Context: an optimization exercise on an open-source flow, tuned for small area, a short achievable clock period and few clock cycles. The choices shown serve that exercise and are no tape-out recipe. RTL that was checked went through simulation tests only; none was proved equivalent to the original. No activity file was given, so power comes from the tool's default toggle rates.

==> flow/design.v <==
`default_nettype none
module xtea_core(
                 input wire           clk,
                 input wire           reset_n,
                 input wire           encdec,    
                 input wire           start,     
                 input wire           mode_we,   
                 input wire           mode_new,  
                 output wire          busy,
                 output wire          ready,
                 input wire [127 : 0] key,       
                 input wire [63 : 0]  block,     
                 output wire          swap,      
                 output wire [63 : 0] result     
                );
  localparam [31 : 0] DELTA        = 32'h9e3779b9;
  localparam [31 : 0] DEC_INIT     = 32'hc6ef3720;  
  localparam [1 : 0]  DEC_INIT_SEL = 2'd2;          
  logic          busy_reg;
  logic [5 : 0]  hr_reg;         
  logic [31 : 0] sum_reg;        
  logic [1 : 0]  sel_reg;        
  logic [31 : 0] rk_reg;         
  logic          swap_reg;       
  logic [31 : 0] a_reg;          
  logic [31 : 0] b_reg;          
  logic          last;
  logic          step;
  logic [31 : 0] sum_next;
  logic [1 : 0]  sel_next;
  logic [31 : 0] keyw;
  logic [31 : 0] f;
  logic [32 : 0] new33;
  assign busy   = busy_reg;
  assign last   = busy_reg && (hr_reg == 6'h0);
  assign ready  = !busy_reg || last;
  assign swap   = swap_reg;
  assign result = {a_reg, b_reg};
  assign step = busy_reg || start;
  always_comb
    begin
      case (sel_reg)
        2'd0: keyw = key[127 : 96];
        2'd1: keyw = key[95 : 64];
        2'd2: keyw = key[63 : 32];
        default: keyw = key[31 : 0];
      endcase
    end
  assign f     = ({b_reg[27 : 0], 4'h0} ^ {5'h0, b_reg[31 : 5]}) + b_reg;
  assign new33 = {a_reg, 1'b1} + {f ^ rk_reg, !encdec};
  assign sum_next = encdec ? sum_reg + DELTA : sum_reg - DELTA;
  always_comb
    begin
      if (!hr_reg[0])
        sel_next = encdec ? sum_next[12 : 11] : sum_next[1 : 0];
      else
        sel_next = encdec ? sum_reg[1 : 0] : sum_reg[12 : 11];
    end
  always_ff @ (posedge clk or negedge reset_n)
    begin : ctrl_update
      if (!reset_n)
        begin
          busy_reg <= 1'b0;
          hr_reg   <= 6'h0;
        end
      else
        begin
          if (step && !last)
            hr_reg <= hr_reg + 6'h1;
          if (start)
            busy_reg <= 1'b1;
          else if (last)
            busy_reg <= 1'b0;
        end
    end
  always_ff @ (posedge clk)
    begin : dp_update
      rk_reg <= (sum_reg + keyw) ^ {32{!encdec}};
      if (start)
        begin
          swap_reg <= !encdec;
          a_reg    <= encdec ? block[63 : 32] : block[31 : 0];
          b_reg    <= encdec ? block[31 : 0]  : block[63 : 32];
        end
      else if (busy_reg)
        begin
          a_reg <= b_reg;
          b_reg <= new33[32 : 1];
        end
      if (mode_we)
        begin
          sum_reg <= mode_new ? 32'h0 : DEC_INIT;
          sel_reg <= mode_new ? 2'd0 : DEC_INIT_SEL;
        end
      else if (last)
        begin
          sum_reg <= encdec ? 32'h0 : DEC_INIT;
          sel_reg <= encdec ? 2'd0 : DEC_INIT_SEL;
        end
      else if (step)
        begin
          if (!hr_reg[0])
            sum_reg <= sum_next;
          sel_reg <= sel_next;
        end
    end
endmodule  
`default_nettype none
module xtea(
            input wire               clk,
            input wire               reset_n,
            input wire               cs,
            input wire               we,
            input wire      [7 : 0]  address,
            input wire      [31 : 0] write_data,
            output wire     [31 : 0] read_data
           );
  localparam ADDR_CTRL    = 8'h08;
  localparam ADDR_CONFIG  = 8'h0a;
  localparam ADDR_ROUNDS  = 8'h0c;
  localparam ADDR_KEY0    = 8'h10;
  localparam ADDR_BLOCK0  = 8'h20;
  localparam CORE_NAME0   = 32'h78746561;  
  localparam CORE_NAME1   = 32'h2d313238;  
  localparam CORE_VERSION = 32'h302e3630;  
  logic [31 : 0] key_reg [0 : 3];
  logic [31 : 0] block_reg [0 : 1];
  logic          encdec_reg;
  logic          wr;
  logic          start;
  logic          mode_we;
  logic          busy;
  logic          ready;
  logic          swap;
  logic          rd_b;
  logic [63 : 0] result;
  logic [31 : 0] const_data;
  assign wr      = cs && we && !busy;
  assign start   = wr && (address == ADDR_CTRL) && write_data[1];
  assign mode_we = wr && ((address == ADDR_CONFIG) || (address == ADDR_ROUNDS));
  xtea_core core(
                 .clk(clk),
                 .reset_n(reset_n),
                 .encdec(encdec_reg),
                 .start(start),
                 .mode_we(mode_we),
                 .mode_new(write_data[0]),
                 .busy(busy),
                 .ready(ready),
                 .key({key_reg[0], key_reg[1], key_reg[2], key_reg[3]}),
                 .block({block_reg[0], block_reg[1]}),
                 .swap(swap),
                 .result(result)
                );
  always_ff @ (posedge clk)
    begin : reg_update
      if (mode_we)
        encdec_reg <= write_data[0];
      if (wr && (address[7 : 2] == ADDR_KEY0[7 : 2]))
        key_reg[address[1 : 0]] <= write_data;
      if (wr && (address[7 : 1] == ADDR_BLOCK0[7 : 1]))
        block_reg[address[0]] <= write_data;
    end
  always_comb
    begin : const_mux
      if (address[3])
        const_data = {31'h0, ready};
      else if (address[1])
        const_data = CORE_VERSION;
      else if (address[0])
        const_data = CORE_NAME1;
      else
        const_data = CORE_NAME0;
    end
  assign rd_b      = address[0] ^ swap;
  assign read_data = address[5] ? (rd_b ? result[31 : 0] : result[63 : 32]) :
                     const_data;
endmodule  
clock: 7.5 ns
lec_check: 0
cap_margin: 20
core_margin: 2
core_utilization: 40
setup_slack_margin: 1.5
slew_margin: 20
run.sh (not shown) runs the stock make flow with config.mk's settings and CLKGATE_MAP_FILE= SYNTH_SCRIPT=/design/flow/synth_recipe.tcl, a recipe that flattens the netlist after the stock synthesis.
Edit:
==> flow/design.v (replaced) <==
`default_nettype none
module xtea_core(
                 input wire           clk,
                 input wire           reset_n,
                 input wire           encdec,    
                 input wire           start,     
                 input wire           mode_we,   
                 input wire           mode_new,  
                 output wire          busy,
                 output wire          ready,
                 input wire [127 : 0] key,       
                 input wire [63 : 0]  block,     
                 output wire [63 : 0] result     
                );
  localparam [31 : 0] DELTA        = 32'h9e3779b9;
  localparam [31 : 0] DEC_INIT     = ~32'hc6ef3720;  
  localparam [1 : 0]  DEC_INIT_SEL = 2'd2;           
  logic          busy_reg;
  logic [5 : 0]  hr_reg;         
  logic [31 : 0] sum_reg;        
  logic [1 : 0]  sel_reg;        
  logic          swap_reg;       
  logic [31 : 0] a_reg;          
  logic [31 : 0] b_reg;          
  logic          last;
  logic          step;
  logic [31 : 0] sum_inc;
  logic [1 : 0]  sel_next;
  logic [31 : 0] self_w;
  logic [31 : 0] other_w;
  logic [31 : 0] keyw;
  logic [32 : 0] rk33;
  logic [31 : 0] f;
  logic [32 : 0] new33;
  assign busy   = busy_reg;
  assign last   = (hr_reg == 6'h3f);
  assign ready  = !busy_reg || last;
  assign result = swap_reg ? {b_reg, a_reg} : {a_reg, b_reg};
  assign step = busy_reg || start;
  assign self_w  = busy_reg ? a_reg : (encdec ? block[63 : 32] : block[31 : 0]);
  assign other_w = busy_reg ? b_reg : (encdec ? block[31 : 0]  : block[63 : 32]);
  always_comb
    begin
      case (sel_reg)
        2'd0: keyw = key[127 : 96];
        2'd1: keyw = key[95 : 64];
        2'd2: keyw = key[63 : 32];
        default: keyw = key[31 : 0];
      endcase
    end
  assign rk33  = {sum_reg, 1'b1} + {keyw ^ {32{!encdec}}, !encdec};
  assign f     = ({other_w[27 : 0], 4'h0} ^ {5'h0, other_w[31 : 5]}) + other_w;
  assign new33 = {self_w, 1'b1} + {f ^ rk33[32 : 1], !encdec};
  assign sum_inc = sum_reg + DELTA;
  always_comb
    begin
      if (!hr_reg[0])
        sel_next = encdec ? sum_inc[12 : 11] : ~sum_inc[1 : 0];
      else
        sel_next = encdec ? sum_reg[1 : 0] : ~sum_reg[12 : 11];
    end
  always_ff @ (posedge clk or negedge reset_n)
    begin : ctrl_update
      if (!reset_n)
        begin
          busy_reg <= 1'b0;
          hr_reg   <= 6'h0;
        end
      else
        begin
          if (step)
            hr_reg <= hr_reg + 6'h1;
          if (start)
            busy_reg <= 1'b1;
          else if (last)
            busy_reg <= 1'b0;
        end
    end
  always_ff @ (posedge clk)
    begin : dp_update
      if (step)
        begin
          a_reg <= other_w;
          b_reg <= new33[32 : 1];
        end
      if (start)
        swap_reg <= !encdec;
      if (mode_we)
        begin
          sum_reg <= mode_new ? 32'h0 : DEC_INIT;
          sel_reg <= mode_new ? 2'd0 : DEC_INIT_SEL;
        end
      else if (last)
        begin
          sum_reg <= encdec ? 32'h0 : DEC_INIT;
          sel_reg <= encdec ? 2'd0 : DEC_INIT_SEL;
        end
      else if (step)
        begin
          if (!hr_reg[0])
            sum_reg <= sum_inc;
          sel_reg <= sel_next;
        end
    end
endmodule  
`default_nettype none
module xtea(
            input wire               clk,
            input wire               reset_n,
            input wire               cs,
            input wire               we,
            input wire      [7 : 0]  address,
            input wire      [31 : 0] write_data,
            output wire     [31 : 0] read_data
           );
  localparam ADDR_CTRL    = 8'h08;
  localparam ADDR_CONFIG  = 8'h0a;
  localparam ADDR_ROUNDS  = 8'h0c;
  localparam ADDR_KEY0    = 8'h10;
  localparam ADDR_BLOCK0  = 8'h20;
  localparam CORE_NAME0   = 32'h78746561;  
  localparam CORE_NAME1   = 32'h2d313238;  
  localparam CORE_VERSION = 32'h302e3630;  
  logic [31 : 0] key_reg [0 : 3];
  logic [31 : 0] block_reg [0 : 1];
  logic          encdec_reg;
  logic          wr;
  logic          start;
  logic          mode_we;
  logic          busy;
  logic          ready;
  logic [63 : 0] result;
  logic [31 : 0] const_data;
  assign wr      = cs && we && !busy;
  assign start   = wr && (address == ADDR_CTRL) && write_data[1];
  assign mode_we = wr && ((address == ADDR_CONFIG) || (address == ADDR_ROUNDS));
  xtea_core core(
                 .clk(clk),
                 .reset_n(reset_n),
                 .encdec(encdec_reg),
                 .start(start),
                 .mode_we(mode_we),
                 .mode_new(write_data[0]),
                 .busy(busy),
                 .ready(ready),
                 .key({key_reg[0], key_reg[1], key_reg[2], key_reg[3]}),
                 .block({block_reg[0], block_reg[1]}),
                 .result(result)
                );
  always_ff @ (posedge clk)
    begin : reg_update
      if (mode_we)
        encdec_reg <= write_data[0];
      if (wr && (address[7 : 2] == ADDR_KEY0[7 : 2]))
        key_reg[address[1 : 0]] <= write_data;
      if (wr && (address[7 : 1] == ADDR_BLOCK0[7 : 1]))
        block_reg[address[0]] <= write_data;
    end
  always_comb
    begin : const_mux
      if (address[3])
        const_data = {31'h0, ready};
      else if (address[1])
        const_data = CORE_VERSION;
      else if (address[0])
        const_data = CORE_NAME1;
      else
        const_data = CORE_NAME0;
    end
  assign read_data = address[5] ? (address[0] ? result[31 : 0] : result[63 : 32]) :
                     const_data;
endmodule  
Die area went down by 8.4%.
Setup slack gets worse by 0.22 ns.
Sequential power drops by about 5%.
Routed wire length goes down by 2.7%.
Clock power is lower by about 6%.
Utilization is higher by 1.7 points.
Critical path depth increases by 22.
First-iteration DRC count shrinks by 9.6%.
Fmax is lower by 3.8%.
Global-route usage went up by 0.71 points.
Hold slack gets worse by 0.0098 ns.
Combinational power rose to 5.0 times its value.
Testbench counts after the change, summed over its fixed seeds: cycles 35,136.
Only the layout flow was run in the first run of this note; the RTL was not checked for function there.

========
Setup of the reference run:
xtea with an RTL version that a note above also has.
Size: roughly 1500 cells after synthesis, about 18000 um2 of cells after synthesis.
==> module xtea_core, before the edit <==
module xtea_core(
                 input wire           clk,
                 input wire           reset_n,
                 input wire           encdec,    
                 input wire           start,     
                 input wire           mode_we,   
                 input wire           mode_new,  
                 output wire          busy,
                 output wire          ready,
                 input wire [127 : 0] key,       
                 input wire [63 : 0]  block,     
                 output wire [63 : 0] result     
                );
  localparam [31 : 0] DELTA        = 32'h9e3779b9;
  localparam [31 : 0] DEC_INIT     = ~32'hc6ef3720;  
  localparam [1 : 0]  DEC_INIT_SEL = 2'd2;           
  logic          busy_reg;
  logic [5 : 0]  hr_reg;         
  logic [31 : 0] sum_reg;        
  logic [1 : 0]  sel_reg;        
  logic          swap_reg;       
  logic [31 : 0] a_reg;          
  logic [31 : 0] b_reg;          
  logic          last;
  logic          step;
  logic [31 : 0] sum_inc;
  logic [1 : 0]  sel_next;
  logic [31 : 0] self_w;
  logic [31 : 0] other_w;
  logic [31 : 0] keyw;
  logic [32 : 0] rk33;
  logic [31 : 0] f;
  logic [32 : 0] new33;
  assign busy   = busy_reg;
  assign last   = (hr_reg == 6'h3f);
  assign ready  = !busy_reg || last;
  assign result = swap_reg ? {b_reg, a_reg} : {a_reg, b_reg};
  assign step = busy_reg || start;
  assign self_w  = busy_reg ? a_reg : (encdec ? block[63 : 32] : block[31 : 0]);
  assign other_w = busy_reg ? b_reg : (encdec ? block[31 : 0]  : block[63 : 32]);
  always_comb
    begin
      case (sel_reg)
        2'd0: keyw = key[127 : 96];
        2'd1: keyw = key[95 : 64];
        2'd2: keyw = key[63 : 32];
        default: keyw = key[31 : 0];
      endcase
    end
  assign rk33  = {sum_reg, 1'b1} + {keyw ^ {32{!encdec}}, !encdec};
  assign f     = ({other_w[27 : 0], 4'h0} ^ {5'h0, other_w[31 : 5]}) + other_w;
  assign new33 = {self_w, 1'b1} + {f ^ rk33[32 : 1], !encdec};
  assign sum_inc = sum_reg + DELTA;
  always_comb
    begin
      if (!hr_reg[0])
        sel_next = encdec ? sum_inc[12 : 11] : ~sum_inc[1 : 0];
      else
        sel_next = encdec ? sum_reg[1 : 0] : ~sum_reg[12 : 11];
    end
  always_ff @ (posedge clk or negedge reset_n)
    begin : ctrl_update
      if (!reset_n)
        begin
          busy_reg <= 1'b0;
          hr_reg   <= 6'h0;
        end
      else
        begin
          if (step)
            hr_reg <= hr_reg + 6'h1;
          if (start)
            busy_reg <= 1'b1;
          else if (last)
            busy_reg <= 1'b0;
        end
    end
  always_ff @ (posedge clk)
    begin : dp_update
      if (step)
        begin
          a_reg <= other_w;
          b_reg <= new33[32 : 1];
        end
      if (start)
        swap_reg <= !encdec;
      if (mode_we)
        begin
          sum_reg <= mode_new ? 32'h0 : DEC_INIT;
          sel_reg <= mode_new ? 2'd0 : DEC_INIT_SEL;
        end
      else if (last)
        begin
          sum_reg <= encdec ? 32'h0 : DEC_INIT;
          sel_reg <= encdec ? 2'd0 : DEC_INIT_SEL;
        end
      else if (step)
        begin
          if (!hr_reg[0])
            sum_reg <= sum_inc;
          sel_reg <= sel_next;
        end
    end
endmodule  
==> module xtea, before the edit <==
module xtea(
            input wire               clk,
            input wire               reset_n,
            input wire               cs,
            input wire               we,
            input wire      [7 : 0]  address,
            input wire      [31 : 0] write_data,
            output wire     [31 : 0] read_data
           );
  localparam ADDR_CTRL    = 8'h08;
  localparam ADDR_CONFIG  = 8'h0a;
  localparam ADDR_ROUNDS  = 8'h0c;
  localparam ADDR_KEY0    = 8'h10;
  localparam ADDR_BLOCK0  = 8'h20;
  localparam CORE_NAME0   = 32'h78746561;  
  localparam CORE_NAME1   = 32'h2d313238;  
  localparam CORE_VERSION = 32'h302e3630;  
  logic [31 : 0] key_reg [0 : 3];
  logic [31 : 0] block_reg [0 : 1];
  logic          encdec_reg;
  logic          wr;
  logic          start;
  logic          mode_we;
  logic          busy;
  logic          ready;
  logic [63 : 0] result;
  logic [31 : 0] const_data;
  assign wr      = cs && we && !busy;
  assign start   = wr && (address == ADDR_CTRL) && write_data[1];
  assign mode_we = wr && ((address == ADDR_CONFIG) || (address == ADDR_ROUNDS));
  xtea_core core(
                 .clk(clk),
                 .reset_n(reset_n),
                 .encdec(encdec_reg),
                 .start(start),
                 .mode_we(mode_we),
                 .mode_new(write_data[0]),
                 .busy(busy),
                 .ready(ready),
                 .key({key_reg[0], key_reg[1], key_reg[2], key_reg[3]}),
                 .block({block_reg[0], block_reg[1]}),
                 .result(result)
                );
  always_ff @ (posedge clk)
    begin : reg_update
      if (mode_we)
        encdec_reg <= write_data[0];
      if (wr && (address[7 : 2] == ADDR_KEY0[7 : 2]))
        key_reg[address[1 : 0]] <= write_data;
      if (wr && (address[7 : 1] == ADDR_BLOCK0[7 : 1]))
        block_reg[address[0]] <= write_data;
    end
  always_comb
    begin : const_mux
      if (address[3])
        const_data = {31'h0, ready};
      else if (address[1])
        const_data = CORE_VERSION;
      else if (address[0])
        const_data = CORE_NAME1;
      else
        const_data = CORE_NAME0;
    end
  assign read_data = address[5] ? (address[0] ? result[31 : 0] : result[63 : 32]) :
                     const_data;
endmodule  
==> flow/config.mk <==
export PLATFORM = sky130hd
export DESIGN_NAME = xtea
export DESIGN_NICKNAME = xtea
export VERILOG_FILES = /design/flow/design.v
export SDC_FILE = /design/flow/constraint.sdc
export NUM_CORES = 4
export LEC_CHECK = 0
export CAP_MARGIN = 20
export CORE_MARGIN = 2
export CORE_UTILIZATION = 40
export SETUP_SLACK_MARGIN = 2.5
export SLEW_MARGIN = 20
==> flow/constraint.sdc <==
create_clock -name core_clock -period 7.5 [get_ports {clk}]
set_input_delay 1.5000 -clock core_clock [delete_from_list [all_inputs] [get_ports {clk}]]
set_output_delay 1.5000 -clock core_clock [all_outputs]
set_load 0.01 [all_outputs]
Testbench counts of the reference run, summed over its fixed seeds: cycles 35,136.
Relative to the reference run, the following input files were edited for the trial run:
diff --git a/flow/design.v b/flow/design.v
--- a/flow/design.v
+++ b/flow/design.v
@@ -9,37 +9,36 @@
                  output wire          busy,
                  output wire          ready,
                  input wire [127 : 0] key,       
                  input wire [63 : 0]  block,     
+                 output wire          swap,      
                  output wire [63 : 0] result     
                 );
   localparam [31 : 0] DELTA        = 32'h9e3779b9;
   localparam [31 : 0] DEC_INIT     = ~32'hc6ef3720;  
-  localparam [1 : 0]  DEC_INIT_SEL = 2'd2;           
+  localparam [1 : 0]  DEC_INIT_SEL = 2'd2;          
   logic          busy_reg;
   logic [5 : 0]  hr_reg;         
   logic [31 : 0] sum_reg;        
   logic [1 : 0]  sel_reg;        
+  logic [31 : 0] rk_reg;         
   logic          swap_reg;       
   logic [31 : 0] a_reg;          
   logic [31 : 0] b_reg;          
   logic          last;
   logic          step;
-  logic [31 : 0] sum_inc;
+  logic [31 : 0] sum_next;
+  logic [32 : 0] rk33;
   logic [1 : 0]  sel_next;
-  logic [31 : 0] self_w;
-  logic [31 : 0] other_w;
   logic [31 : 0] keyw;
-  logic [32 : 0] rk33;
   logic [31 : 0] f;
   logic [32 : 0] new33;
   assign busy   = busy_reg;
-  assign last   = (hr_reg == 6'h3f);
+  assign last   = busy_reg && (hr_reg == 6'h0);
   assign ready  = !busy_reg || last;
-  assign result = swap_reg ? {b_reg, a_reg} : {a_reg, b_reg};
+  assign swap   = swap_reg;
+  assign result = {a_reg, b_reg};
   assign step = busy_reg || start;
-  assign self_w  = busy_reg ? a_reg : (encdec ? block[63 : 32] : block[31 : 0]);
-  assign other_w = busy_reg ? b_reg : (encdec ? block[31 : 0]  : block[63 : 32]);
   always_comb
     begin
       case (sel_reg)
         2'd0: keyw = key[127 : 96];
@@ -48,15 +47,15 @@
         default: keyw = key[31 : 0];
       endcase
     end
   assign rk33  = {sum_reg, 1'b1} + {keyw ^ {32{!encdec}}, !encdec};
-  assign f     = ({other_w[27 : 0], 4'h0} ^ {5'h0, other_w[31 : 5]}) + other_w;
-  assign new33 = {self_w, 1'b1} + {f ^ rk33[32 : 1], !encdec};
-  assign sum_inc = sum_reg + DELTA;
+  assign f     = ({b_reg[27 : 0], 4'h0} ^ {5'h0, b_reg[31 : 5]}) + b_reg;
+  assign new33 = {a_reg, 1'b1} + {f ^ rk_reg, !encdec};
+  assign sum_next = sum_reg + DELTA;
   always_comb
     begin
       if (!hr_reg[0])
-        sel_next = encdec ? sum_inc[12 : 11] : ~sum_inc[1 : 0];
+        sel_next = encdec ? sum_next[12 : 11] : ~sum_next[1 : 0];
       else
         sel_next = encdec ? sum_reg[1 : 0] : ~sum_reg[12 : 11];
     end
   always_ff @ (posedge clk or negedge reset_n)
@@ -67,9 +66,9 @@
           hr_reg   <= 6'h0;
         end
       else
         begin
-          if (step)
+          if (step && !last)
             hr_reg <= hr_reg + 6'h1;
           if (start)
             busy_reg <= 1'b1;
           else if (last)
@@ -77,15 +76,20 @@
         end
     end
   always_ff @ (posedge clk)
     begin : dp_update
-      if (step)
+      rk_reg <= rk33[32 : 1];
+      if (start)
         begin
-          a_reg <= other_w;
+          swap_reg <= !encdec;
+          a_reg    <= encdec ? block[63 : 32] : block[31 : 0];
+          b_reg    <= encdec ? block[31 : 0]  : block[63 : 32];
+        end
+      else if (busy_reg)
+        begin
+          a_reg <= b_reg;
           b_reg <= new33[32 : 1];
         end
-      if (start)
-        swap_reg <= !encdec;
       if (mode_we)
         begin
           sum_reg <= mode_new ? 32'h0 : DEC_INIT;
           sel_reg <= mode_new ? 2'd0 : DEC_INIT_SEL;
@@ -97,9 +101,9 @@
         end
       else if (step)
         begin
           if (!hr_reg[0])
-            sum_reg <= sum_inc;
+            sum_reg <= sum_next;
           sel_reg <= sel_next;
         end
     end
 endmodule  
@@ -128,8 +132,10 @@
   logic          start;
   logic          mode_we;
   logic          busy;
   logic          ready;
+  logic          swap;
+  logic          rd_b;
   logic [63 : 0] result;
   logic [31 : 0] const_data;
   assign wr      = cs && we && !busy;
   assign start   = wr && (address == ADDR_CTRL) && write_data[1];
@@ -144,8 +150,9 @@
                  .busy(busy),
                  .ready(ready),
                  .key({key_reg[0], key_reg[1], key_reg[2], key_reg[3]}),
                  .block({block_reg[0], block_reg[1]}),
+                 .swap(swap),
                  .result(result)
                 );
   always_ff @ (posedge clk)
     begin : reg_update
@@ -166,7 +173,8 @@
         const_data = CORE_NAME1;
       else
         const_data = CORE_NAME0;
     end
-  assign read_data = address[5] ? (address[0] ? result[31 : 0] : result[63 : 32]) :
+  assign rd_b      = address[0] ^ swap;
+  assign read_data = address[5] ? (rd_b ? result[31 : 0] : result[63 : 32]) :
                      const_data;
 endmodule  
--- outcome ---
- The trial run: full flow OK, the timing, DRC and antenna checks passed
- The trial run vs. the reference run: via density per instance higher; total clock sinks higher; aggregate routed wire length roughly the same; cell count after synthesis higher; via count higher.
- For the post-route worst setup slack, the trial run came in 0.66 ns higher than the reference run did.
- Critical path depth was higher in the run labelled the reference run.
- Summary — design area, the trial run relative to the reference run: lower, by 600 um2.
Testbench counts of the trial run, summed over its fixed seeds: cycles 35,648.

==> separate check: timing with driven ports <==
The flow's constraints put no driver on any port. The routed layouts listed below were extracted and timed again, unchanged, in two steps.
Step 1 assumes that a clkbuf_16 drives the clock port and a buf_2 every other input.
Step 2 moves the port delays by t, midway between the first and last clock arrival at a register: inputs arrive t later, outputs are due t later. That takes back most of the time a late clock gives input paths.
Slacks: no drivers / after step 1 / after step 2; pairs: no drivers / after step 1.
| run | t (ns) | setup WS [ns] | worst setup path at the end | slew at the worst register clock pin (ns) | worst slew at a driven data input, ns |
|---|---|---|---|---|---|
| the first run of note 1 | 0.579 | 1.918 / 1.847 / 1.847 | input to output | 0.06 / 0.06 | 0.07 |
| the second run of note 1 | 0.575 | 1.697 / 1.697 / 1.697 | register to register | 0.06 / 0.06 | 0.05 |
| the reference run | 0.578 | 1.838 / 1.838 / 1.838 | register to register | 0.07 / 0.07 | 0.05 |
| the trial run | 0.576 | 2.502 / 2.471 / 2.333 | input to register | 0.07 / 0.07 | 0.06 |
After both steps every run listed still meets setup and hold. For the trial run, which loses most, drivers alone change the setup slack by -0.031 ns; drivers and shift together by -0.169 ns.
